Background: an optimization exercise with open tools, aiming at small area and a short achievable clock period. Do not read the settings as production practice. Where RTL was checked, it was by simulation tests only, not by an equivalence proof against the original. The RTL of runs 2, 3 and 6 was laid out without a check of its function.

--- flow/config.mk ---
export PLATFORM = sky130hd
export DESIGN_NAME = moving_avg_top
export DESIGN_NICKNAME = moving_avg_top
export VERILOG_FILES = /design/flow/design.v
export SDC_FILE = /design/flow/constraint.sdc
export NUM_CORES = 4
export LEC_CHECK = 0
export CAP_MARGIN = 20
export CORE_MARGIN = 2
export CORE_UTILIZATION = 60
export CTS_BUF_LIST = sky130_fd_sc_hd__clkbuf_16
export CTS_CLUSTER_DIAMETER = 100
export CTS_CLUSTER_SIZE = 24
export SETUP_SLACK_MARGIN = 2.2
export SLEW_MARGIN = 20
export SYNTH_HIERARCHICAL = 1
--- flow/constraint.sdc ---
create_clock -name core_clock -period 4.8 [get_ports {clk}]
set_input_delay 0.9600 -clock core_clock [delete_from_list [all_inputs] [get_ports {clk}]]
set_output_delay 0.9600 -clock core_clock [all_outputs]
set_load 0.01 [all_outputs]
--- flow/design.v ---
module mavg_pre_u #(parameter W = 20) (
	input  [W-1:0] a,
	input  [W-1:0] b,
	output [W-1:0] u
);
	assign u = ~(a ^ b);
endmodule
module mavg_pre_v #(parameter W = 20) (
	input  [W-1:0] a,
	input  [W-1:0] b,
	output [W-1:0] v
);
	assign v = a & ~b;
endmodule
module mavg_merge_s #(parameter W = 20) (
	input  [W-1:0] u,
	input  [W-1:0] c,
	output [W-1:0] sn
);
	assign sn = ~(u ^ c);
endmodule
module mavg_merge_k #(parameter W = 20) (
	input  [W-1:0] u,
	input  [W-1:0] v,
	input  [W-1:0] c,
	output [W-1:0] kn
);
	assign kn = {~(v[W-2:0] | (u[W-2:0] & c[W-2:0])), 1'b0};
endmodule
module mavg_prop #(parameter W = 20) (
	input  [W-1:0] sn,
	input  [W-1:0] kn,
	output [W-1:0] p
);
	assign p = sn ^ kn;
endmodule
module mavg_gen #(parameter W = 20) (
	input  [W-1:0] sn,
	input  [W-1:0] kn,
	output [W-1:0] g
);
	assign g = ~(sn | kn);
endmodule
module mavg_ks_inv #(parameter W = 20, parameter D = 1) (
	input  [W-1:0] g,
	input  [W-1:0] p,
	output [W-1:0] gn,
	output [W-1:0] pn
);
	genvar j;
	generate
		for (j = 0; j < W; j = j + 1) begin : b
			if (j >= D) begin : op
				assign gn[j] = ~(g[j] | (p[j] & g[j-D]));
				assign pn[j] = ~(p[j] & p[j-D]);
			end else begin : pass
				assign gn[j] = ~g[j];
				assign pn[j] = 1'b1;
			end
		end
	endgenerate
endmodule
module mavg_ks_true #(parameter W = 20, parameter D = 1) (
	input  [W-1:0] gn,
	input  [W-1:0] pn,
	output [W-1:0] g,
	output [W-1:0] p
);
	genvar j;
	generate
		for (j = 0; j < W; j = j + 1) begin : b
			if (j >= D) begin : op
				assign g[j] = ~(gn[j] & (pn[j] | gn[j-D]));
				assign p[j] = ~(pn[j] | pn[j-D]);
			end else begin : pass
				assign g[j] = ~gn[j];
				assign p[j] = 1'b0;
			end
		end
	endgenerate
endmodule
module mavg_sum #(parameter W = 20) (
	input  [W-1:0] p,
	input  [W-1:0] cn,
	input  [W-1:0] hold,
	input          en,
	output [W-1:0] s
);
	assign s = en ? (p ^ ~{cn[W-2:0], 1'b1}) : hold;
endmodule
module moving_avg_filter #(
	parameter WIDTH = 16,
	parameter N     = 16
)(
	input                         clk,
	input                         rst_n,
	input                         in_valid,
	input      signed [WIDTH-1:0] in_sample,
	output reg                    out_valid,
	output     signed [WIDTH-1:0] out_sample
);
	localparam SHIFT = 4;
	localparam W = WIDTH + SHIFT;
	reg [WIDTH-1:0] window [0:N-2];
	reg [WIDTH-1:0] oldest;   
	reg [SHIFT-1:0] count;    
	reg             full;     
	reg [W-1:0]     sum;
	wire fills = full | (&count);   
	wire [W-1:0] b = {{SHIFT{oldest[WIDTH-1]}}, oldest};
	wire [W-1:0] c = {{SHIFT{in_sample[WIDTH-1]}}, in_sample};
	wire [W-1:0] u, v, sn, kn, g0, p0, gn1, pn1, g2, p2, gn3, pn3, g4, p4, gn5, pn5, next_sum;
	mavg_pre_u             u_pru (.a(sum), .b(b), .u(u));
	mavg_pre_v             u_prv (.a(sum), .b(b), .v(v));
	mavg_merge_s           u_mgs (.u(u), .c(c), .sn(sn));
	mavg_merge_k           u_mgk (.u(u), .v(v), .c(c), .kn(kn));
	mavg_prop              u_prp (.sn(sn), .kn(kn), .p(p0));
	mavg_gen               u_gen (.sn(sn), .kn(kn), .g(g0));
	mavg_ks_inv  #(.D(1))  u_ks1 (.g(g0),   .p(p0),   .gn(gn1), .pn(pn1));
	mavg_ks_true #(.D(2))  u_ks2 (.gn(gn1), .pn(pn1), .g(g2),   .p(p2));
	mavg_ks_inv  #(.D(4))  u_ks3 (.g(g2),   .p(p2),   .gn(gn3), .pn(pn3));
	mavg_ks_true #(.D(8))  u_ks4 (.gn(gn3), .pn(pn3), .g(g4),   .p(p4));
	mavg_ks_inv  #(.D(16)) u_ks5 (.g(g4),   .p(p4),   .gn(gn5), .pn(pn5));
	mavg_sum               u_sum (.p(p0), .cn(gn5), .hold(sum), .en(in_valid), .s(next_sum));
	integer i;
	always @(posedge clk) begin
		if (in_valid) begin
			window[0] <= in_sample;
			for (i = 1; i < N-1; i = i + 1)
				window[i] <= window[i-1];
		end
	end
	always @(posedge clk or negedge rst_n) begin
		if (!rst_n) begin
			oldest    <= {WIDTH{1'b0}};
			sum       <= {W{1'b0}};
			count     <= {SHIFT{1'b0}};
			full      <= 1'b0;
			out_valid <= 1'b0;
		end else begin
			sum       <= next_sum;
			out_valid <= 1'b0;
			if (in_valid) begin
				oldest    <= fills ? window[N-2] : {WIDTH{1'b0}};
				count     <= count + 1'b1;
				if (&count) full <= 1'b1;
				out_valid <= fills;
			end
		end
	end
	assign out_sample = sum[W-1:SHIFT];
endmodule
module moving_avg_top #(
    parameter FILTER_TYPE =  0,     
    parameter WIDTH       = 16,
    parameter N           = 16,
    parameter SHIFT       =  4,
    parameter DO_ROUND    =  0,
    parameter K           =  3
)(
    input                     clk,
    input                     rst_n,
    input                     in_valid,
    input  signed [WIDTH-1:0] in_sample,
    output                    out_valid,
    output signed [WIDTH-1:0] out_sample
);
    wire                     out_valid_w;
    wire signed [WIDTH-1:0]  out_sample_w;
    generate
        if (FILTER_TYPE == 0) begin : gen_win_buffer
            moving_avg_filter #(
                .WIDTH (WIDTH),
                .N     (N)
            ) u_filter (
                .clk        (clk),
                .rst_n      (rst_n),
                .in_valid   (in_valid),
                .in_sample  (in_sample),
                .out_valid  (out_valid_w),
                .out_sample (out_sample_w)
            );
        end else begin : gen_default
            moving_avg_filter #(
                .WIDTH (WIDTH),
                .N     (N)
            ) u_filter (
                .clk        (clk),
                .rst_n      (rst_n),
                .in_valid   (in_valid),
                .in_sample  (in_sample),
                .out_valid  (out_valid_w),
                .out_sample (out_sample_w)
            );
        end
    endgenerate
    assign out_valid  = out_valid_w;
    assign out_sample = out_sample_w;
endmodule
--- flow/flow/run.sh ---
#!/bin/bash
# The standard layout (standard.sh, unchanged synthesis), except that the
# port buffers that global placement inserts are plain buf_2 cells instead of
# the delay buffers buffer_ports picks by default.
set -euo pipefail
export BUFFER_PORTS_ARGS="-buffer_cell sky130_fd_sc_hd__buf_2"
bash standard.sh > flow_make.log 2>&1
--- flow/standard.sh ---
#!/bin/bash
# synth_recipe.tcl (not shown) runs the flow's synth.tcl, then flattens the netlist and writes it again
# the make line also repeats each setting of config.mk as NAME=value (left out here)
make -C /OpenROAD-flow-scripts/flow DESIGN_CONFIG=/design/flow/config.mk WORK_HOME=/design/flow/orfs CLKGATE_MAP_FILE= SYNTH_SCRIPT=/design/flow/synth_recipe.tcl "${@:-finish}"
==> results.txt, run 1 <==
Critical path cell sequence = xnor2_2, xnor2_1, xor2_1, nand2_1, nor2_1, nand2_1, o21ai_2, inv_1, xnor2_1, mux2_4
CTS buffer count = 15
Gr ovfl total = 0
Clock sinks = 282
H-Tree Depth = 1
Row cnt = 49
Hold-fix buffers, CTS = 0
FF+latch area = 8260 sq um
Ratio of final minimum period to clock period = 0.510
Die X = 139 um
DRC viols = 0
Final Hold Violating Endpoints = 0
HP Class = flip-flop to flip-flop
Via count = 4887
CP arrival = 2820 ps
Die area = 19300 sq um
Worst setup path endpoint = gen_win_buffer.u_filter.sum[14]
R2r worst-path depth = 10
ANT nets after route = 0
Routed WL per cell = 17.2 um
Fillcell total = 1234
Max Freq = 0.408 GHz
CORE AREA = 17900 sq um
Slew at the pin with the worst max-slew slack = 1020 ps
Crit path largest cell delay = 450 ps
Syn-to-layout area delta = 10.2%
Startpoint Class = flip-flop
Root Driver = clkbuf_16
Synthesized net count = 667
Reg2Reg Setup Slack = 2350 ps
Finish-stage setup viols = 0
Maximum fanout along the worst path = 4
CTS tree = yes
Kind of end point of the critical path = flip-flop
Max Cap Viol = 0
Global-route usage over all layers = 0.164
Initial Util = 0.610
Port Buffers = 35
Multi-input logic area = 2670 sq um
GP Congestion = 0.837
Crit path from = gen_win_buffer.u_filter.oldest[12]
First-pass GRT wire length = 25200 um
RSZ-0062 raised after global routing = true
TritonRoute pass-1 iters = 4
Max-slew violation count = 0
Tmin final = 2450 ps
Clock Skews = 17.8 ps
Initial antenna violation count = 0
Outcome = timing/DRC/antenna clean
Antenna Cells = 0
Worst r2r dst = gen_win_buffer.u_filter.sum[14]
Max_slew headroom = 0.320
Share of cells above drive strength 1 = 0.250
Mean Syn Cell Area = 16.9 sq um
Post-route insts no fill = 922
Clock Pin Slew Worst Setup and Hold Paths = 90 ps
Skew-Pair Late Insertion Delay = 480 ps
Drt via density = 5.30
Routed WL = 15900 um
Total Neg Setup Slack = 0 ps
Mapped Area = 10900 sq um
CP max-delay cell = dfrtp_1
Dpl cells = 891
Largest net degree at the start of global routing = 130
Die height = 139 um
Vias in the first global route = 4827
Final nets = 705
Yosys warnings = 8
Final HPWL DP = 9910 um
I/O pin count = 36
Crit Path Category = flip-flop to flip-flop
Drt initial violations = 296
Worst-case clock buffer depth = 3
Required time of the critical path = 5170 ps
Synthesized instance count = 647
RR Startpoint = gen_win_buffer.u_filter.oldest[12]
[per-stage QoR]
step | cell area, sq um | worst slack [ps] | util | hold WS [ps]
floorplan | 10900 | 2280 | - | 400
global placement | 11200 | 1570 | 0.628 | 402
detailed placement | 11200 | 1590 | 0.628 | 405
CTS | 11700 | 2200 | 0.654 | 416
global route | 12000 | 2160 | 0.672 | 424
finish | 12000 | 2350 | 0.672 | 413
[layout by cell type (no fill, tap or decap), types with 2 or more instances in the layout]
cell         n
inv_1       40
buf_4        9
xor2_2      11
clkbuf_16   15
buf_12       2
nor2_1      34
o21ai_2      3
buf_2       33
xnor2_2     28
dfrtp_1     41
a21oi_1     47
edfxtp_1   240
mux2i_1     16
nand2_1     29
mux2_4      20
nor2_2       2
xnor2_1     33
xor2_1      10
nor2b_4     19
o21ai_1     25
a21oi_2     24
[layer usage]
metal  track usage  part of all wire  up-vias
li1              -                 -     2361
met1         0.253              0.49     2444
met2         0.255              0.47       60
met3        0.0245             0.031       22
met4        0.0351             0.015        0
met5             0                 0        -
[registers in the layout, summed over array words and instances, names as in the netlist]
| register | cells |
|---|---|
| gen_win_buffer.u_filter.sum | 20 |
| gen_win_buffer.u_filter.out_valid | 1 |
| gen_win_buffer.u_filter.count | 4 |
| gen_win_buffer.u_filter.window | 240 |
| gen_win_buffer.u_filter.full | 1 |
| gen_win_buffer.u_filter.oldest | 16 |
[worst max-delay path: cells and delay by family (launching register included)]
family	cells	cell delay [ps]
xor+xnor	4	880
simple gates	3	480
flops	1	450
mux	1	260
compound gates	1	190
buf+inv	1	70
[repair_timing]
action	CTS	global route
endpoints found under the setup margin	9	13
pin swaps	2	10
gates resized for setup	4	45
setup buffers	2	4
[worst min-delay path by stage]
stage | startpoint | cells past startpoint | slack [ps] | to
5_1_grt | gen_win_buffer.u_filter.window[12][12] | 0 | 420 | gen_win_buffer.u_filter.window[13][12]
2_1_floorplan | gen_win_buffer.u_filter.window[9][0] | 0 | 400 | gen_win_buffer.u_filter.window[10][0]
6_report | gen_win_buffer.u_filter.window[6][1] | 0 | 410 | gen_win_buffer.u_filter.window[7][1]
3_3_place_gp | gen_win_buffer.u_filter.window[5][1] | 0 | 400 | gen_win_buffer.u_filter.window[6][1]
4_1_cts | gen_win_buffer.u_filter.window[12][12] | 0 | 420 | gen_win_buffer.u_filter.window[13][12]
3_5_place_dp | gen_win_buffer.u_filter.window[10][9] | 0 | 400 | gen_win_buffer.u_filter.window[11][9]
[layout make-up]
class	instances	share of cell area
Clock buffer	15	0.0312
Clock inverter	10	0.00353
Inverter	31	0.00967
Multi-Input combinational cell	310	0.222
Sequential cell	282	0.686
Tap cell	229	0.0238
Timing Repair Buffer	45	0.0239
==> run 2, diff against run 1 <==
--- a/flow/design.v
+++ b/flow/design.v
@@ -83,9 +83,15 @@
 	input  [W-1:0] p,
 	input  [W-1:0] cn,
-	input  [W-1:0] hold,
+	output [W-1:0] s
+);
+	assign s = p ^ ~{cn[W-2:0], 1'b1};
+endmodule
+module mavg_addend #(parameter W = 16) (
+	input  [W-1:0] x,
+	input  [W-1:0] o,
 	input          en,
-	output [W-1:0] s
-);
-	assign s = en ? (p ^ ~{cn[W-2:0], 1'b1}) : hold;
+	output [W-1:0] c
+);
+	assign c = en ? x : o;
 endmodule
 module moving_avg_filter #(
@@ -109,5 +115,6 @@
 	wire fills = full | (&count);   
 	wire [W-1:0] b = {{SHIFT{oldest[WIDTH-1]}}, oldest};
-	wire [W-1:0] c = {{SHIFT{in_sample[WIDTH-1]}}, in_sample};
+	wire [WIDTH-1:0] addend;
+	wire [W-1:0] c = {{SHIFT{addend[WIDTH-1]}}, addend};
 	wire [W-1:0] u, v, sn, kn, g0, p0, gn1, pn1, g2, p2, gn3, pn3, g4, p4, gn5, pn5, next_sum;
 	mavg_pre_u             u_pru (.a(sum), .b(b), .u(u));
@@ -122,5 +129,6 @@
 	mavg_ks_true #(.D(8))  u_ks4 (.gn(gn3), .pn(pn3), .g(g4),   .p(p4));
 	mavg_ks_inv  #(.D(16)) u_ks5 (.g(g4),   .p(p4),   .gn(gn5), .pn(pn5));
-	mavg_sum               u_sum (.p(p0), .cn(gn5), .hold(sum), .en(in_valid), .s(next_sum));
+	mavg_sum               u_sum (.p(p0), .cn(gn5), .s(next_sum));
+	mavg_addend            u_add (.x(in_sample), .o(oldest), .en(in_valid), .c(addend));
 	integer i;
 	always @(posedge clk) begin
--- a/flow/config.mk
+++ b/flow/config.mk
@@ -8,5 +8,5 @@
 export CAP_MARGIN = 20
 export CORE_MARGIN = 2
-export CORE_UTILIZATION = 60
+export CORE_UTILIZATION = 40
 export CTS_BUF_LIST = sky130_fd_sc_hd__clkbuf_16
 export CTS_CLUSTER_DIAMETER = 100
==> run 2 against run 1 <==
  * Flip-flop and latch count did not move
  * Critical endpoint is now gen_win_buffer.u_filter.sum[13]
  * Critical path depth did not move
  * Die area rose by 48%
  * Register-to-register slack improved by 90 ps
  * Global-route usage fell by 3.7 points
  * Critical path type is now input port to flip-flop
==> results.txt, run 2 <==
Max-slew violation count = 0 (unchanged)
Kind of end point of the critical path = flip-flop
Finish-stage setup viols = 0 (unchanged)
Fillcell total = 2285 (+85%)
Clock sinks = 282 (unchanged)
Final Hold Violating Endpoints = 0 (unchanged)
Most flops, register = gen_win_buffer.u_filter.window
Drt via density = 4.81 (-9.3%)
Routed WL per cell = 17.3 um (+0.26%)
Largest net degree at the start of global routing = 61 (-53%)
Die area = 28500 sq um (+48%)
Worst-case clock buffer depth = 3 (unchanged)
First-pass GRT wire length = 28200 um (+12%)
Share of cells above drive strength 1 = 0.251 (+0.00108)
ANT nets after route = 0 (unchanged)
Routed WL = 17900 um (+13%)
Row cnt = 60 (+22%)
Ratio of final minimum period to clock period = 0.521 (+0.0103)
Worst setup margin = 2300 ps (-49.5 ps)
Max FFs per register = 240 (unchanged)
I/O pin count = 36 (unchanged)
Startpoint Class = input port
Initial antenna violation count = 0 (unchanged)
Mean Syn Cell Area = 16.9 sq um (-0.14%)
DRC viols = 0 (unchanged)
TritonRoute pass-1 iters = 4 (unchanged)
Required time of the critical path = 5190 ps (+20 ps)
CTS tree = yes
H-Tree Depth = 1 (unchanged)
Max Freq = 0.400 GHz (-2.0%)
Die X = 169 um (+21%)
Biggest regs = gen_win_buffer.u_filter.window: 240 flops, gen_win_buffer.u_filter.sum: 20 flops, gen_win_buffer.u_filter.oldest: 16 flops
Max_slew headroom = 0.499 (+0.180)
Antenna Cells = 0 (unchanged)
Skew-Pair Late Insertion Delay = 510 ps (+30 ps)
Drt initial violations = 428 (+45%)
Via count = 4978 (+1.9%)
GP Congestion = 0.819 (-2.1%)
Gr ovfl total = 0 (unchanged)
Yosys warnings = 8 (unchanged)
Final HPWL DP = 10800 um (+8.6%)
Die height = 169 um (+21%)
Syn-to-layout area delta = 12.3%
Maximum fanout along the worst path = 24 (+20)
Final nets = 705 (unchanged)
Global-route usage over all layers = 0.127 (-0.0373)
Max Cap Viol = 0 (unchanged)
CTS buffer count = 15 (unchanged)
Total Neg Setup Slack = 0 ps (unchanged)
CORE AREA = 26800 sq um (+50%)
Synthesized net count = 664 (-0.45%)
Slew at the pin with the worst max-slew slack = 751 ps (-269 ps)
CP arrival = 2890 ps (+70 ps)
Port Buffers = 35 (unchanged)
Most frequent cells in the layout = 240 x edfxtp_1, 46 x a21oi_1, 44 x xnor2_1
Root Driver = clkbuf_16
HP Class = flip-flop to flip-flop
Commonest non-fill, non-tap cell in the layout = edfxtp_1
Outcome = timing/DRC/antenna clean
Synthesized instance count = 644 (-0.46%)
Crit Path Category = input port to flip-flop
Mapped Area = 10900 sq um (-0.61%)
Tmin final = 2500 ps (+49.5 ps)
Setup WS pre-CTS = 1170 ps (-425 ps)
RSZ-0062 raised after global routing = true
Clock Skews = 29.7 ps (+11.8 ps)
Clock Pin Slew Worst Setup and Hold Paths = 100 ps (about the same)
Initial Util = 0.405 (-0.205)
Vias in the first global route = 4999 (+3.6%)
## run 2: per-layer routing
metal / track usage / vias to the layer above / part of all wire
met4: 0.0326 / 0 / 0.022
met5: 0 / - / 0
li1: - / 2351 / -
met2: 0.190 / 72 / 0.45
met3: 0.0206 / 20 / 0.033
met1: 0.193 / 2535 / 0.50
## run 2: final timing paths
path                                                         from                                     end  slack, ps  depth (start not counted)
setup / recovery                                         in_valid         gen_win_buffer.u_filter.sum[13]       2300                         10
hold / removal             gen_win_buffer.u_filter.window[10][10]  gen_win_buffer.u_filter.window[11][10]        400                          0
setup reg to reg               gen_win_buffer.u_filter.oldest[15]         gen_win_buffer.u_filter.sum[18]       2440                          9
hold reg to reg            gen_win_buffer.u_filter.window[10][10]  gen_win_buffer.u_filter.window[11][10]        400                          0
max in group asynchronous                                   rst_n      gen_win_buffer.u_filter.oldest[15]       3810                          2
min in group asynchronous                                   rst_n       gen_win_buffer.u_filter.oldest[1]        550                          2
## run 2: critical path, cell delays in order
cell     delay, ps
buf_16         170
mux2_4         350
xnor2_2        250
xor2_2         300
nand2_1        180
nor2_2         190
nand2_1         70
o21ai_1        180
inv_1           80
xnor2_1        120
## run 2: final cells by class
class,instances,area [sq um],share of cell area
timing repair buffer,49,353,0.0290
clock buffer,15,375,0.0308
sequential,282,8260,0.678
clock inverter,11,72.6,0.00595
inverter,31,116,0.00955
tap,341,427,0.0350
multi-input combinational,306,2580,0.212
## run 2: what timing repair did
action                                 CTS  global route
setup endpoints to repair               18            15
setup buffers                            2             4
endpoints found under the hold margin    0             0
hold buffers                             0             0
cloned                                   2             0
gates resized for setup                  4            29
pin swaps                                2             6
## run 2: per-stage QoR
step / utilization / instance area [sq um] / cells / hold WS, ps
after CTS: 0.446 / 12000 / 1031 / 414
after floorplan: - / 11000 / 644 / 400
after global placement: 0.426 / 11400 / 1001 / 401
after global routing: 0.455 / 12200 / 1035 / 417
final: 0.455 / 12200 / 1035 / 401
after detailed placement: 0.426 / 11400 / 1001 / 405
==> run 3, diff against run 2 <==
==> flow/run.sh (new file) <==
#!/bin/bash
# synth_recipe.tcl (not shown) runs the flow's synth.tcl, then flattens the netlist and writes it again
# the make line also repeats each setting of config.mk as NAME=value (left out here)
make -C /OpenROAD-flow-scripts/flow DESIGN_CONFIG=/design/flow/config.mk WORK_HOME=/design/flow/orfs CLKGATE_MAP_FILE= SYNTH_SCRIPT=/design/flow/synth_recipe.tcl finish
removed: flow/flow/run.sh
removed: flow/standard.sh
==> run 3 against run 2 <==
  * Design area increased by 7.6%
  * Critical path type unchanged
  * Synthesized area unchanged
  * Non-clock buffer count increased by 15
  * Clock-buffer cell count unchanged
  * Via count increased by 2.6%
  * Largest cell class unchanged
  * Register-to-register slack got worse by 100 ps
  * First-iteration DRC count decreased by 28%
==> results.txt, run 3 <==
Outcome = timing/DRC/antenna clean
Initial Util = 0.405 (unchanged)
Kind of end point of the critical path = flip-flop
RSZ-0062 raised after global routing = true
Routed WL per cell = 17.5 um (+1.5%)
Clock sinks = 282 (unchanged)
Max-slew violation count = 0 (unchanged)
Buf/Inv on CP = 1 (-1)
DRC viols = 0 (unchanged)
Root Driver = clkbuf_16
ANT nets after route = 0 (unchanged)
Drt initial violations = 308 (-28%)
Final nets = 720 (+2.1%)
Worst-case clock buffer depth = 3 (unchanged)
Most frequent cells in the layout = 240 x edfxtp_1, 41 x dfrtp_1, 40 x inv_1
H-Tree Depth = 1 (unchanged)
Vias in the first global route = 5188 (+3.8%)
CP delay by family, top = XOR/XNOR gates
Required time of the critical path = 5170 ps (-20 ps)
Slew at the pin with the worst max-slew slack = 753 ps (+1.59 ps)
Mean Syn Cell Area = 16.9 sq um (unchanged)
CP arrival = 2970 ps (+80 ps)
Yosys warnings = 8 (unchanged)
WHS = 406 ps (+4.57 ps)
TritonRoute pass-1 iters = 4 (unchanged)
CTS buffer count = 15 (unchanged)
First-pass GRT wire length = 28200 um (+0.24%)
Critical path cell sequence = clkdlybuf4s50_1, mux2_4, xnor2_4, xor2_4, nand2_4, nor2_4, a21oi_1, o21ai_2, a21oi_2, xnor2_1
Crit path largest cell delay = 430 ps (+80 ps)
Ratio of final minimum period to clock period = 0.540 (+0.0198)
Port Buffers = 35 (unchanged)
Max_slew headroom = 0.498 (-0.00106)
I/O pin count = 36 (unchanged)
Maximum fanout along the worst path = 4 (-83%)
Max Freq = 0.386 GHz (-3.7%)
Die X = 169 um (unchanged)
CP max-delay cell = clkdlybuf4s50_1
Finished Cell Area = 13100 sq um (+7.6%)
Finish-stage setup viols = 0 (unchanged)
Share of cells above drive strength 1 = 0.298 (+0.0473)
Global-route usage over all layers = 0.126 (-0.000338)
Antenna Cells = 0 (unchanged)
Synthesized net count = 664 (unchanged)
Max Cap Viol = 0 (unchanged)
Util after Layout = 0.489 (+0.0348)
Placed inst area = 11600 sq um (+1.4%)
Mapped Area = 10900 sq um (unchanged)
CTS tree = yes
Biggest regs = gen_win_buffer.u_filter.window: 240 flops, gen_win_buffer.u_filter.sum: 20 flops, gen_win_buffer.u_filter.oldest: 16 flops
Commonest non-fill, non-tap cell in the layout = edfxtp_1
Clock Skews = 15.0 ps (-14.7 ps)
Synthesized instance count = 644 (unchanged)
Row cnt = 60 (unchanged)
Drt via density = 4.87 (+1.2%)
Total Neg Setup Slack = 0 ps (unchanged)
Clock Pin Slew Worst Setup and Hold Paths = 100 ps (about the same)
Most flops, register = gen_win_buffer.u_filter.window
Tmin final = 2590 ps (+94.9 ps)
Initial antenna violation count = 0 (unchanged)
Max FFs per register = 240 (unchanged)
HP Class = flip-flop to flip-flop
CORE AREA = 26800 sq um (unchanged)
Skew-Pair Late Insertion Delay = 480 ps (-30 ps)
Crit Path Category = input port to flip-flop
Gr ovfl total = 0 (unchanged)
Die area = 28500 sq um (unchanged)
Final HPWL DP = 10600 um (-1.6%)
Hold-fix buffers, CTS = 0 (unchanged)
Die height = 169 um (unchanged)
Via count = 5106 (+2.6%)
Final Hold Violating Endpoints = 0 (unchanged)
Syn-to-layout area delta = 20.9%
Routed WL = 18400 um (+2.9%)
Largest net degree at the start of global routing = 63 (+3.3%)
Startpoint Class = input port
GP Congestion = 0.802 (-2.2%)
run 3: per-layer routing:
| metal | track usage | wire length, um | vias to the layer above |
|---|---|---|---|
| li1 | - | - | 2386 |
| met1 | 0.188 | 9060 | 2619 |
| met2 | 0.195 | 8420 | 73 |
| met3 | 0.0203 | 564 | 28 |
| met4 | 0.0330 | 336 | 0 |
| met5 | 0 | 0 | - |
run 3: what timing repair did:
item / in CTS / in global routing
buffers inserted: 18 / 3
pin swaps: 19 / 41
resized for setup: 85 / 77
cloned: 1 / 1
endpoints found under the setup margin: 18 / 15
run 3: stage by stage:
stage / std cells / setup slack (ps)
floorplan: 644 / 2020
global placement: 1001 / 1210
detailed placement: 1001 / 1260
CTS: 1045 / 2190
global route: 1049 / 2150
finish: 1049 / 2210
run 3: layout make-up:
type	instances	area [sq um]
fillers	2209	13700
clock buffers	15	375
flip-flops and latches	282	8260
multi-input cells	306	3260
clock inverters	10	42.5
inverters	31	116
repair buffers	64	638
well taps	341	427
run 3: worst paths after layout:
kind,startpoint,to,slack (ps),cells past startpoint
worst max-delay path,in_sample[10],gen_win_buffer.u_filter.sum[19],2210,10
worst min-delay path,gen_win_buffer.u_filter.window[12][1],gen_win_buffer.u_filter.window[13][1],410,0
worst max register to register,gen_win_buffer.u_filter.oldest[5],gen_win_buffer.u_filter.sum[19],2340,10
worst min register to register,gen_win_buffer.u_filter.window[12][1],gen_win_buffer.u_filter.window[13][1],410,0
max in group asynchronous,rst_n,gen_win_buffer.u_filter.oldest[15],3810,2
min in group asynchronous,rst_n,gen_win_buffer.u_filter.oldest[14],550,2
==> run 4, diff against run 3 <==
--- a/flow/design.v
+++ b/flow/design.v
@@ -80,18 +80,18 @@
 	endgenerate
 endmodule
-module mavg_sum #(parameter W = 20) (
+module mavg_sum_n #(parameter W = 20) (
 	input  [W-1:0] p,
 	input  [W-1:0] cn,
-	output [W-1:0] s
-);
-	assign s = p ^ ~{cn[W-2:0], 1'b1};
-endmodule
-module mavg_addend #(parameter W = 16) (
-	input  [W-1:0] x,
-	input  [W-1:0] o,
+	output [W-1:0] sn
+);
+	assign sn = p ^ {cn[W-2:0], 1'b1};
+endmodule
+module mavg_hold #(parameter W = 20) (
+	input  [W-1:0] an,
+	input  [W-1:0] bn,
 	input          en,
-	output [W-1:0] c
-);
-	assign c = en ? x : o;
+	output [W-1:0] y
+);
+	assign y = ~(en ? an : bn);
 endmodule
 module moving_avg_filter #(
@@ -115,6 +115,6 @@
 	wire fills = full | (&count);   
 	wire [W-1:0] b = {{SHIFT{oldest[WIDTH-1]}}, oldest};
-	wire [WIDTH-1:0] addend;
-	wire [W-1:0] c = {{SHIFT{addend[WIDTH-1]}}, addend};
+	wire [W-1:0] c = {{SHIFT{in_sample[WIDTH-1]}}, in_sample};
+	wire [W-1:0] next_sum_n, sum_n;
 	wire [W-1:0] u, v, sn, kn, g0, p0, gn1, pn1, g2, p2, gn3, pn3, g4, p4, gn5, pn5, next_sum;
 	mavg_pre_u             u_pru (.a(sum), .b(b), .u(u));
@@ -129,6 +129,7 @@
 	mavg_ks_true #(.D(8))  u_ks4 (.gn(gn3), .pn(pn3), .g(g4),   .p(p4));
 	mavg_ks_inv  #(.D(16)) u_ks5 (.g(g4),   .p(p4),   .gn(gn5), .pn(pn5));
-	mavg_sum               u_sum (.p(p0), .cn(gn5), .s(next_sum));
-	mavg_addend            u_add (.x(in_sample), .o(oldest), .en(in_valid), .c(addend));
+	mavg_sum_n             u_sum (.p(p0), .cn(gn5), .sn(next_sum_n));
+	mavg_hold              u_hld (.an(next_sum_n), .bn(sum_n), .en(in_valid), .y(next_sum));
+	assign sum_n = ~sum;
 	integer i;
 	always @(posedge clk) begin
==> flow/flow/run.sh (new file) <==
#!/bin/bash
# The standard layout (standard.sh, unchanged synthesis), except that the
# port buffers that global placement inserts are plain buf_2 cells instead of
# the delay buffers buffer_ports picks by default.
set -euo pipefail
export BUFFER_PORTS_ARGS="-buffer_cell sky130_fd_sc_hd__buf_2"
bash standard.sh > flow_make.log 2>&1
==> flow/standard.sh (new file) <==
#!/bin/bash
# synth_recipe.tcl (not shown) runs the flow's synth.tcl, then flattens the netlist and writes it again
# the make line also repeats each setting of config.mk as NAME=value (left out here)
make -C /OpenROAD-flow-scripts/flow DESIGN_CONFIG=/design/flow/config.mk WORK_HOME=/design/flow/orfs CLKGATE_MAP_FILE= SYNTH_SCRIPT=/design/flow/synth_recipe.tcl "${@:-finish}"
--- a/flow/config.mk
+++ b/flow/config.mk
@@ -12,5 +12,5 @@
 export CTS_CLUSTER_DIAMETER = 100
 export CTS_CLUSTER_SIZE = 24
-export SETUP_SLACK_MARGIN = 2.2
+export SETUP_SLACK_MARGIN = 2.4
 export SLEW_MARGIN = 20
 export SYNTH_HIERARCHICAL = 1
removed: flow/run.sh
==> run 4 against run 3 <==
  * Still clean on timing, DRC and antenna
  * Global-route usage is 0.84 points lower
  * Clock-buffer cell count stayed put
  * Synthesized area grew 0.42%
  * Setup slack improved by 250 ps
  * First-iteration DRC count increased by 0.65%
  * Critical path type is now flip-flop to flip-flop
==> results.txt, run 4 <==
Row cnt = 60 (unchanged)
TritonRoute pass-1 iters = 4 (unchanged)
Port Buffers = 35 (unchanged)
CP max-delay cell = dfrtp_4
Ratio of final minimum period to clock period = 0.489 (-0.0518)
Most frequent cells in the layout = 240 x edfxtp_1, 61 x inv_1, 36 x mux2i_1
Routed WL = 17400 um (-5.1%)
Syn-to-layout area delta = 15.5%
Die height = 169 um (+0.20%)
Required time of the critical path = 5140 ps (-30 ps)
Drt via density = 4.70 (-3.4%)
Critical path cell sequence = xnor2_4, xnor2_2, xor2_2, nand2_1, nor2_1, nand2_1, nor2_1, a21oi_2, xor2_1, mux2i_1
HP Class = flip-flop to flip-flop
Final HPWL DP = 10300 um (-2.4%)
Hold-fix buffers, CTS = 0 (unchanged)
I/O pin count = 36 (unchanged)
Kind of end point of the critical path = flip-flop
Outcome = timing/DRC/antenna clean
Max Cap Viol = 0 (unchanged)
Mapped Area = 10900 sq um (+0.42%)
Met2 GRT Util = 0.175 (-0.0203)
Synthesized instance count = 668 (+3.7%)
Die area = 28600 sq um (+0.40%)
Share of cells above drive strength 1 = 0.304 (+0.00621)
Finish-stage setup viols = 0 (unchanged)
Drt initial violations = 310 (+0.65%)
Util after Layout = 0.468 (-0.0212)
CORE AREA = 26900 sq um (+0.28%)
Die X = 169 um (+0.20%)
Maximum fanout along the worst path = 8 (+4)
Vias in the first global route = 5030 (-3.0%)
Commonest non-fill, non-tap cell in the layout = edfxtp_1
RSZ-0062 raised after global routing = true
Root Driver = clkbuf_16
Global-route usage over all layers = 0.118 (-0.00840)
Clock Pin Slew Worst Setup and Hold Paths = 100 ps (about the same)
Initial antenna violation count = 0 (unchanged)
Final nets = 744 (+3.3%)
Biggest regs = gen_win_buffer.u_filter.window: 240 flops, gen_win_buffer.u_filter.sum: 20 flops, gen_win_buffer.u_filter.oldest: 16 flops
Gr ovfl total = 0 (unchanged)
ANT nets after route = 0 (unchanged)
Yosys warnings = 8 (unchanged)
Met1 Usage GRT = 0.177 (-0.0106)
Clock Skews = 26.7 ps (+11.7 ps)
Max_slew headroom = 0.255 (-0.243)
Clock sinks = 282 (unchanged)
GP Congestion = 0.821 (+2.4%)
Mean Syn Cell Area = 16.3 sq um (-3.2%)
Tmin final = 2340 ps (-249 ps)
Startpoint Class = flip-flop
Most flops, register = gen_win_buffer.u_filter.window
Largest net degree at the start of global routing = 137 (+120%)
Final Hold Violating Endpoints = 0 (unchanged)
Routed WL per cell = 16.2 um (-7.4%)
CP arrival = 2690 ps (-280 ps)
Crit path largest cell delay = 610 ps (+180 ps)
DRC viols = 0 (unchanged)
Met3 Use GR = 0.0245 (+0.00421)
CTS tree = yes
Max FFs per register = 240 (unchanged)
Skew-Pair Late Insertion Delay = 510 ps (+30 ps)
Via count = 5057 (-0.96%)
Crit Path Category = flip-flop to flip-flop
Worst-case clock buffer depth = 3 (unchanged)
Slew at the pin with the worst max-slew slack = 1120 ps (+365 ps)
Max-slew violation count = 0 (unchanged)
Gr busiest metal = met1
CTS buffer count = 15 (unchanged)
First-pass GRT wire length = 27000 um (-4.5%)
Initial Util = 0.405 (+0.000545)
Total Neg Setup Slack = 0 ps (unchanged)
H-Tree Depth = 1 (unchanged)
Synthesized net count = 688 (+3.6%)
Max Freq = 0.426 GHz (+11%)
-- run 4: cell types whose count changed in the layout (fill, tap and decap cells not counted), sizes merged --
cell and change:
mux2 -16, clkbuf -1, dlymetal6s2s -9, clkdlybuf4s50 -18, xor2 +19, bufbuf -1, inv +22, diode +1
mux2i +20, xnor2 -19, buf +34, dlygate4sd2 -6
-- run 4: final cells by class --
class                      count  area [sq um]
clock inverter                11          51.3
tap                          341           427
multi-input combinational    310          2820
clock buffer                  15           375
inverter                      52           195
sequential                   282          8280
timing repair buffer          63           435
fill                        2335         14300
antenna                        1          2.50
-- run 4: what timing repair did --
item | CTS | global route
buffers inserted | 13 | 12
gates resized for setup | 21 | 90
endpoints found under the setup margin | 11 | 14
gates cloned | 0 | 0
pin swaps | 12 | 32
-- run 4: layer usage --
metal | routed length (um) | share of wire
met1 | 8510 | 0.49
met2 | 7790 | 0.45
met3 | 699 | 0.040
met4 | 433 | 0.025
met5 | 0 | 0
-- run 4: critical path, delay by kind of cell, from the launching register on --
kind            cells  cell delay (ps)
mux                 1              100
xor+xnor            4              880
simple gates        4              490
compound gates      1               90
flops               1              610
-- run 4: path summary, 6_finish.rpt --
check / startpoint / to / slack [ps] / depth (start not counted)
min reg2reg: gen_win_buffer.u_filter.window[12][5] / gen_win_buffer.u_filter.window[13][5] / 400 / 0
max: gen_win_buffer.u_filter.oldest[15] / gen_win_buffer.u_filter.sum[18] / 2460 / 10
max reg2reg: gen_win_buffer.u_filter.oldest[15] / gen_win_buffer.u_filter.sum[18] / 2460 / 10
min: gen_win_buffer.u_filter.window[12][5] / gen_win_buffer.u_filter.window[13][5] / 400 / 0
min in group asynchronous: rst_n / gen_win_buffer.u_filter.out_valid / 450 / 1
max in group asynchronous: rst_n / gen_win_buffer.u_filter.sum[10] / 3860 / 1
-- run 4: metrics by stage --
stage,hold slack (ps),worst slack [ps],std cells,area (sq um)
after floorplan,400,2430,668,10900
after global placement,403,1770,1023,11400
after detailed placement,405,1790,1023,11400
after CTS,402,2400,1062,12000
after global routing,423,2310,1074,12600
final,397,2460,1075,12600
==> run 5, diff against run 4 <==
--- a/flow/config.mk
+++ b/flow/config.mk
@@ -12,5 +12,5 @@
 export CTS_CLUSTER_DIAMETER = 100
 export CTS_CLUSTER_SIZE = 24
-export SETUP_SLACK_MARGIN = 2.4
+export SETUP_SLACK_MARGIN = 2.2
 export SLEW_MARGIN = 20
 export SYNTH_HIERARCHICAL = 1
==> run 5 against run 4 <==
  * Clock skew is 1.5 ps higher
  * Hold slack worse by 0.75 ps
  * Non-clock buffer count decreased by 23
  * Fmax down 3.6%
  * Critical endpoint unchanged
==> results.txt, run 5 <==
Hold path start = gen_win_buffer.u_filter.window[12][5]
First-pass GRT wire length = 26600 um (-1.3%)
Row cnt = 60 (unchanged)
Gr ovfl total = 0 (unchanged)
Startpoint Class = flip-flop
Total Neg Setup Slack = 0 ps (unchanged)
Required time of the critical path = 5150 ps (about the same)
CP arrival = 2780 ps (+90 ps)
TritonRoute pass-1 iters = 4 (unchanged)
Buf/Inv on CP = 1 (+1)
Mapped Area = 10900 sq um (unchanged)
Worst r2r dst = gen_win_buffer.u_filter.sum[18]
Kind of end point of the critical path = flip-flop
Mean Syn Cell Area = 16.3 sq um (unchanged)
Clock sinks = 282 (unchanged)
Skew-Pair Late Insertion Delay = 510 ps (about the same)
RR Startpoint = gen_win_buffer.u_filter.oldest[10]
Via count = 4959 (-1.9%)
Synthesized net count = 688 (unchanged)
Die X = 169 um (unchanged)
Ratio of final minimum period to clock period = 0.507 (+0.0182)
Share of cells above drive strength 1 = 0.183 (-0.121)
Largest net degree at the start of global routing = 137 (unchanged)
Clock Pin Slew Worst Setup and Hold Paths = 100 ps (about the same)
Final Hold Violating Endpoints = 0 (unchanged)
Vias in the first global route = 4973 (-1.1%)
Global-route usage over all layers = 0.116 (-0.00149)
Routed WL per cell = 16.1 um (-1.0%)
Max FFs per register = 240 (unchanged)
CORE AREA = 26900 sq um (unchanged)
Synthesized instance count = 668 (unchanged)
Die height = 169 um (unchanged)
Util after Layout = 0.447 (-0.0211)
Yosys warnings = 8 (unchanged)
Final HPWL DP = 10300 um (unchanged)
I/O pin count = 36 (unchanged)
Drt via density = 4.71 (+0.21%)
CTS tree = yes
Max Cap Viol = 0 (unchanged)
RSZ-0062 raised after global routing = false
DRC viols = 0 (unchanged)
CTS buffer count = 15 (unchanged)
Clock Skews = 28.2 ps (+1.53 ps)
Reg2Reg Setup Slack = 2370 ps (-90 ps)
Max Freq = 0.411 GHz (-3.6%)
CP delay by family, top = XOR/XNOR gates
Root Driver = clkbuf_16
Drt initial violations = 347 (+12%)
Initial antenna violation count = 0 (unchanged)
Crit Path Category = flip-flop to flip-flop
Max_slew headroom = 0.246 (-0.00878)
Finish-stage setup viols = 0 (unchanged)
Crit path largest cell delay = 470 ps (-140 ps)
Outcome = timing/DRC/antenna clean
Most flops, register = gen_win_buffer.u_filter.window
Biggest regs = gen_win_buffer.u_filter.window: 240 flops, gen_win_buffer.u_filter.sum: 20 flops, gen_win_buffer.u_filter.oldest: 16 flops
Hold Path Cell Cnt = 0 (unchanged)
Die area = 28600 sq um (unchanged)
Hold-fix buffers, CTS = 0 (unchanged)
Worst-case clock buffer depth = 3 (unchanged)
Most frequent cells in the layout = 240 x edfxtp_1, 61 x inv_1, 47 x a21oi_1
Slew at the pin with the worst max-slew slack = 1130 ps (+13.2 ps)
CP max-delay cell = dfrtp_1
Initial Util = 0.405 (unchanged)
R2r worst-path depth = 11 (+1)
Routed WL = 16900 um (-3.2%)
Hold endpoint = gen_win_buffer.u_filter.window[13][5]
Levels on crit path = 11 (+1)
Final nets = 721 (-3.1%)
Critical path cell sequence = xnor2_2, xnor2_1, xor2_1, buf_4, nand2_1, nor2_1, nand2_1, o21ai_1, a21oi_2, xor2_1, mux2i_1
H-Tree Depth = 1 (unchanged)
Tmin final = 2430 ps (+87.3 ps)
HP Class = flip-flop to flip-flop
GP Congestion = 0.821 (unchanged)
ANT nets after route = 0 (unchanged)
Port Buffers = 35 (unchanged)
Syn-to-layout area delta = 10.3%
Maximum fanout along the worst path = 4 (-4)
Max-slew violation count = 0 (unchanged)
Commonest non-fill, non-tap cell in the layout = edfxtp_1
## run 5: layout make-up
class	count	area [sq um]
Fill cell	2380	14900
Antenna cell	1	2.50
Timing Repair Buffer	40	263
Tap cell	341	427
Clock inverter	11	51.3
Sequential cell	282	8260
Inverter	52	195
Clock buffer	15	375
Multi-Input combinational cell	310	2440
## run 5: metrics by stage
| stage | hold WS, ps | instances | setup slack, ps | instance area (sq um) |
|---|---|---|---|---|
| 6_report | 397 | 1052 | 2370 | 12000 |
| 5_1_grt | 422 | 1051 | 2190 | 12000 |
| 4_1_cts | 402 | 1050 | 2240 | 11800 |
| 3_5_place_dp | 405 | 1023 | 1790 | 11400 |
| 3_3_place_gp | 403 | 1023 | 1770 | 11400 |
| 2_1_floorplan | 400 | 668 | 2430 | 10900 |
## run 5: metal layers
| metal | GRT usage | part of all wire |
|---|---|---|
| met5 | 0 | 0 |
| met3 | 0.0245 | 0.043 |
| met2 | 0.172 | 0.43 |
| met4 | 0.0327 | 0.025 |
| met1 | 0.176 | 0.50 |
## run 5: worst max path at each step
stage	from	endpoint	slack, ps
final	gen_win_buffer.u_filter.oldest[10]	gen_win_buffer.u_filter.sum[18]	2370
after global routing	gen_win_buffer.u_filter.oldest[10]	gen_win_buffer.u_filter.sum[11]	2190
after detailed placement	in_sample[8]	gen_win_buffer.u_filter.sum[11]	1790
after floorplan	in_sample[7]	gen_win_buffer.u_filter.sum[18]	2430
after global placement	in_sample[8]	gen_win_buffer.u_filter.sum[11]	1770
after CTS	gen_win_buffer.u_filter.oldest[10]	gen_win_buffer.u_filter.sum[11]	2240
## run 5: timing repair
action                     4_1_cts  5_1_grt
setup endpoints to repair        4       11
pin swaps                        1        1
buffers inserted                 1        1
resized for setup                2       28
==> run 6, diff against run 5 <==
--- a/flow/design.v
+++ b/flow/design.v
@@ -1,15 +1,17 @@
-module mavg_pre_u #(parameter W = 20) (
+module mavg_pre_u #(parameter W = 20, parameter B = 16) (
 	input  [W-1:0] a,
-	input  [W-1:0] b,
+	input  [B-1:0] bn,
+	input          bs,
 	output [W-1:0] u
 );
-	assign u = ~(a ^ b);
-endmodule
-module mavg_pre_v #(parameter W = 20) (
+	assign u = {~(a[W-1:B] ^ {(W-B){bs}}), a[B-1:0] ^ bn};
+endmodule
+module mavg_pre_v #(parameter W = 20, parameter B = 16) (
 	input  [W-1:0] a,
-	input  [W-1:0] b,
+	input  [B-1:0] bn,
+	input          bs,
 	output [W-1:0] v
 );
-	assign v = a & ~b;
+	assign v = {a[W-1:B] & ~{(W-B){bs}}, a[B-1:0] & bn};
 endmodule
 module mavg_merge_s #(parameter W = 20) (
@@ -109,15 +111,15 @@
 	localparam W = WIDTH + SHIFT;
 	reg [WIDTH-1:0] window [0:N-2];
-	reg [WIDTH-1:0] oldest;   
+	reg [WIDTH-1:0] oldest_n;
+	reg             oldest_sign;
 	reg [SHIFT-1:0] count;    
 	reg             full;     
 	reg [W-1:0]     sum;
 	wire fills = full | (&count);   
-	wire [W-1:0] b = {{SHIFT{oldest[WIDTH-1]}}, oldest};
 	wire [W-1:0] c = {{SHIFT{in_sample[WIDTH-1]}}, in_sample};
 	wire [W-1:0] next_sum_n, sum_n;
 	wire [W-1:0] u, v, sn, kn, g0, p0, gn1, pn1, g2, p2, gn3, pn3, g4, p4, gn5, pn5, next_sum;
-	mavg_pre_u             u_pru (.a(sum), .b(b), .u(u));
-	mavg_pre_v             u_prv (.a(sum), .b(b), .v(v));
+	mavg_pre_u             u_pru (.a(sum), .bn(oldest_n), .bs(oldest_sign), .u(u));
+	mavg_pre_v             u_prv (.a(sum), .bn(oldest_n), .bs(oldest_sign), .v(v));
 	mavg_merge_s           u_mgs (.u(u), .c(c), .sn(sn));
 	mavg_merge_k           u_mgk (.u(u), .v(v), .c(c), .kn(kn));
@@ -142,5 +144,6 @@
 	always @(posedge clk or negedge rst_n) begin
 		if (!rst_n) begin
-			oldest    <= {WIDTH{1'b0}};
+			oldest_n      <= {WIDTH{1'b1}};
+			oldest_sign   <= 1'b0;
 			sum       <= {W{1'b0}};
 			count     <= {SHIFT{1'b0}};
@@ -151,5 +154,6 @@
 			out_valid <= 1'b0;
 			if (in_valid) begin
-				oldest    <= fills ? window[N-2] : {WIDTH{1'b0}};
+				oldest_n      <= ~(fills ? window[N-2] : {WIDTH{1'b0}});
+				oldest_sign   <= fills & window[N-2][WIDTH-1];
 				count     <= count + 1'b1;
 				if (&count) full <= 1'b1;
==> run 6 against run 5 <==
  * Still clean
  * Setup slack better by 7.8 ps
  * Critical endpoint is now gen_win_buffer.u_filter.sum[12]
  * Critical path type unchanged
  * Clock-buffer cell count stayed put
  * Die area grew 0.15%
  * Highest routed layer unchanged
  * Register-to-register slack hardly changed
  * Fmax is 0.32% higher
  * Design area is 0.44% higher
  * Final cell count is 2.4% higher
==> results.txt, run 6 <==
Initial antenna violation count = 0 (unchanged)
Critical path cell sequence = xor2_1, xnor2_1, xor2_1, a21oi_1, o21ai_1, inv_1, o21ai_1, inv_1, xor2_1, mux2i_1
Share of cells above drive strength 1 = 0.208 (+0.0248)
Vias in the first global route = 5135 (+3.3%)
Hold-fix buffers, CTS = 0 (unchanged)
Routed WL per cell = 16.4 um (+2.1%)
GP Congestion = 0.810 (-1.4%)
Max_slew headroom = 0.533 (+0.287)
Routed WL = 17700 um (+4.5%)
Total Neg Setup Slack = 0 ps (unchanged)
Max Cap Viol = 0 (unchanged)
Final Hold Violating Endpoints = 0 (unchanged)
Hold Path Cell Cnt = 0 (unchanged)
CP arrival = 2800 ps (+20 ps)
CTS buffer count = 15 (unchanged)
Hold endpoint = gen_win_buffer.u_filter.window[14][2]
HP Class = flip-flop to flip-flop
Clock Pin Slew Worst Setup and Hold Paths = 100 ps (about the same)
Initial Util = 0.406 (+0.000652)
TritonRoute pass-1 iters = 4 (unchanged)
Antenna Cells = 0 (-1)
CTS tree = yes
Outcome = timing/DRC/antenna clean
Yosys warnings = 8 (unchanged)
Hold path start = gen_win_buffer.u_filter.window[13][2]
Via count = 5111 (+3.1%)
Global-route usage over all layers = 0.123 (+0.00674)
Commonest non-fill, non-tap cell in the layout = edfxtp_1
Max Freq = 0.412 GHz (+0.32%)
Final HPWL DP = 10900 um (+5.2%)
Max FFs per register = 240 (unchanged)
Worst-case clock buffer depth = 3 (unchanged)
H-Tree Depth = 1 (unchanged)
Max-slew violation count = 0 (unchanged)
CORE AREA = 26900 sq um (unchanged)
CP delay by family, top = XOR/XNOR gates
Gr ovfl total = 0 (unchanged)
Syn-to-layout area delta = 10.6%
Buf/Inv on CP = 2 (+1)
Die area = 28600 sq um (+0.15%)
Slew at the pin with the worst max-slew slack = 700 ps (-431 ps)
Die height = 169 um (about the same)
Skew-Pair Late Insertion Delay = 500 ps (about the same)
Reg2Reg Setup Slack = 2380 ps (about the same)
Crit path largest cell delay = 560 ps (+90 ps)
First-pass GRT wire length = 27800 um (+4.6%)
Ratio of final minimum period to clock period = 0.505 (-0.00162)
Most flops, register = gen_win_buffer.u_filter.window
Most frequent cells in the layout = 240 x edfxtp_1, 61 x inv_1, 50 x nor2_1
Crit Path Category = flip-flop to flip-flop
RR Startpoint = gen_win_buffer.u_filter.oldest_n[1]
Synthesized net count = 711 (+3.3%)
Clock Skews = 20.3 ps (-7.93 ps)
Required time of the critical path = 5170 ps (+20 ps)
Row cnt = 60 (unchanged)
Mean Syn Cell Area = 15.8 sq um (-3.2%)
Maximum fanout along the worst path = 3 (-1)
Startpoint Class = flip-flop
CP max-delay cell = dfstp_2
I/O pin count = 36 (unchanged)
Finish-stage setup viols = 0 (unchanged)
Drt via density = 4.75 (+0.67%)
Final nets = 747 (+3.6%)
Synthesized instance count = 691 (+3.4%)
ANT nets after route = 0 (unchanged)
Clock sinks = 283 (+0.35%)
Port Buffers = 35 (unchanged)
Kind of end point of the critical path = flip-flop
Critical path's most frequent cell = xor2_1
Die X = 169 um (about the same)
DRC viols = 0 (unchanged)
Biggest regs = gen_win_buffer.u_filter.window: 240 flops, gen_win_buffer.u_filter.sum: 20 flops, gen_win_buffer.u_filter.oldest_n: 16 flops
Worst r2r dst = gen_win_buffer.u_filter.sum[12]
Tmin final = 2420 ps (-7.77 ps)
Largest net degree at the start of global routing = 98 (-28%)
RSZ-0062 raised after global routing = true
Root Driver = clkbuf_16
Mapped Area = 10900 sq um (+0.16%)
Drt initial violations = 277 (-20%)
R2r worst-path depth = 10 (-1)
==> run 6: cell types whose count changed in the layout (fill, tap and decap cells not counted), moves of 8 or more <==
cell	before	now
a21oi_1	47	31
and2_1	0	32
buf_4	3	11
dfrtp_1	41	27
dfstp_2	0	16
mux2i_1	36	20
nor2_1	36	50
nor2b_4	19	0
o22ai_2	0	10
xnor2_1	29	20
xor2_2	11	24
==> run 6: repair_timing <==
action,4_1_cts,5_1_grt
resized for setup,3,35
setup buffers,0,6
cloned,0,0
endpoints found under the setup margin,4,11
pin swaps,0,9
==> run 6: area by class of cell <==
cell class / count / area [sq um]
Multi-Input combinational cell: 328 / 2430
Sequential cell: 283 / 8300
Inverter: 53 / 199
Fill cell: 2392 / 14800
Tap cell: 341 / 427
Clock inverter: 11 / 48.8
Clock buffer: 15 / 375
Timing Repair Buffer: 46 / 283
==> run 6: routing by layer <==
layer,wire length (um),vias up,track usage
met4,245,0,0.0253
met2,7930,51,0.188
met1,8910,2578,0.186
li1,-,2459,-
met3,581,23,0.0233
met5,0,-,0
==> run 6: worst max-delay path by stage <==
stage,cells after the start,from,endpoint
global placement,10,in_sample[8],gen_win_buffer.u_filter.sum[11]
floorplan,9,in_sample[7],gen_win_buffer.u_filter.sum[18]
CTS,10,gen_win_buffer.u_filter.oldest_n[10],gen_win_buffer.u_filter.sum[11]
detailed placement,10,in_sample[7],gen_win_buffer.u_filter.sum[11]
finish,10,gen_win_buffer.u_filter.oldest_n[1],gen_win_buffer.u_filter.sum[12]
global route,10,gen_win_buffer.u_filter.oldest_n[2],gen_win_buffer.u_filter.sum[7]
==> run 6: metrics by stage <==
step | utilization | std cells | hold WS, ps | setup slack (ps) | instance area [sq um]
after global placement | 0.422 | 1045 | 403 | 1770 | 11300
after floorplan | - | 691 | 400 | 2430 | 10900
after detailed placement | 0.422 | 1045 | 405 | 1790 | 11400
after CTS | 0.439 | 1071 | 415 | 2200 | 11800
after global routing | 0.449 | 1077 | 425 | 2180 | 12100
final | 0.449 | 1077 | 410 | 2380 | 12100
==> run 6: worst register-to-register path, cell delays in order, from the launching register on <==
cell     delay [ps]
dfstp_2         560
xor2_1          270
xnor2_1         200
xor2_1          280
a21oi_1         150
o21ai_1         200
inv_1           100
o21ai_1         170
inv_1            80
xor2_1          190
mux2i_1         100

[static timing again, ports no longer ideal]
How much do the figures lean on ideal ports? The routed layouts below were timed once more, with nothing changed but the port constraints. Step 1, drivers: a clkbuf_16 drives clk and a buf_2 each remaining input, both assumed. Step 2 also shifts input and output timing later by t, the mid clock arrival at the registers, as if the neighbouring blocks saw the same clock. a / b / c = no drivers / after step 1 / after step 2; a / b = the first two.
run	t, ns	setup slack, ns	latest minus earliest clock arrival (ns)	slew at the worst register clock pin (ns)	pins driven straight from the clock port
run 1	0.515	2.351 / 2.351 / 1.893	0.024 / 0.024	0.09 / 0.09	1
run 2	0.546	2.301 / 2.163 / 1.617	0.030 / 0.030	0.10 / 0.10	1
run 3	0.526	2.206 / 2.091 / 1.565	0.020 / 0.021	0.10 / 0.10	1
run 4	0.538	2.455 / 2.455 / 1.965	0.030 / 0.030	0.10 / 0.10	1
run 5	0.540	2.368 / 2.368 / 1.919	0.029 / 0.029	0.10 / 0.10	1
run 6	0.532	2.376 / 2.376 / 1.983	0.024 / 0.023	0.10 / 0.10	1
After both steps setup and hold are still met in every run listed. For run 2, which loses most, drivers alone change the setup slack by -0.138 ns; drivers and shift together by -0.684 ns.
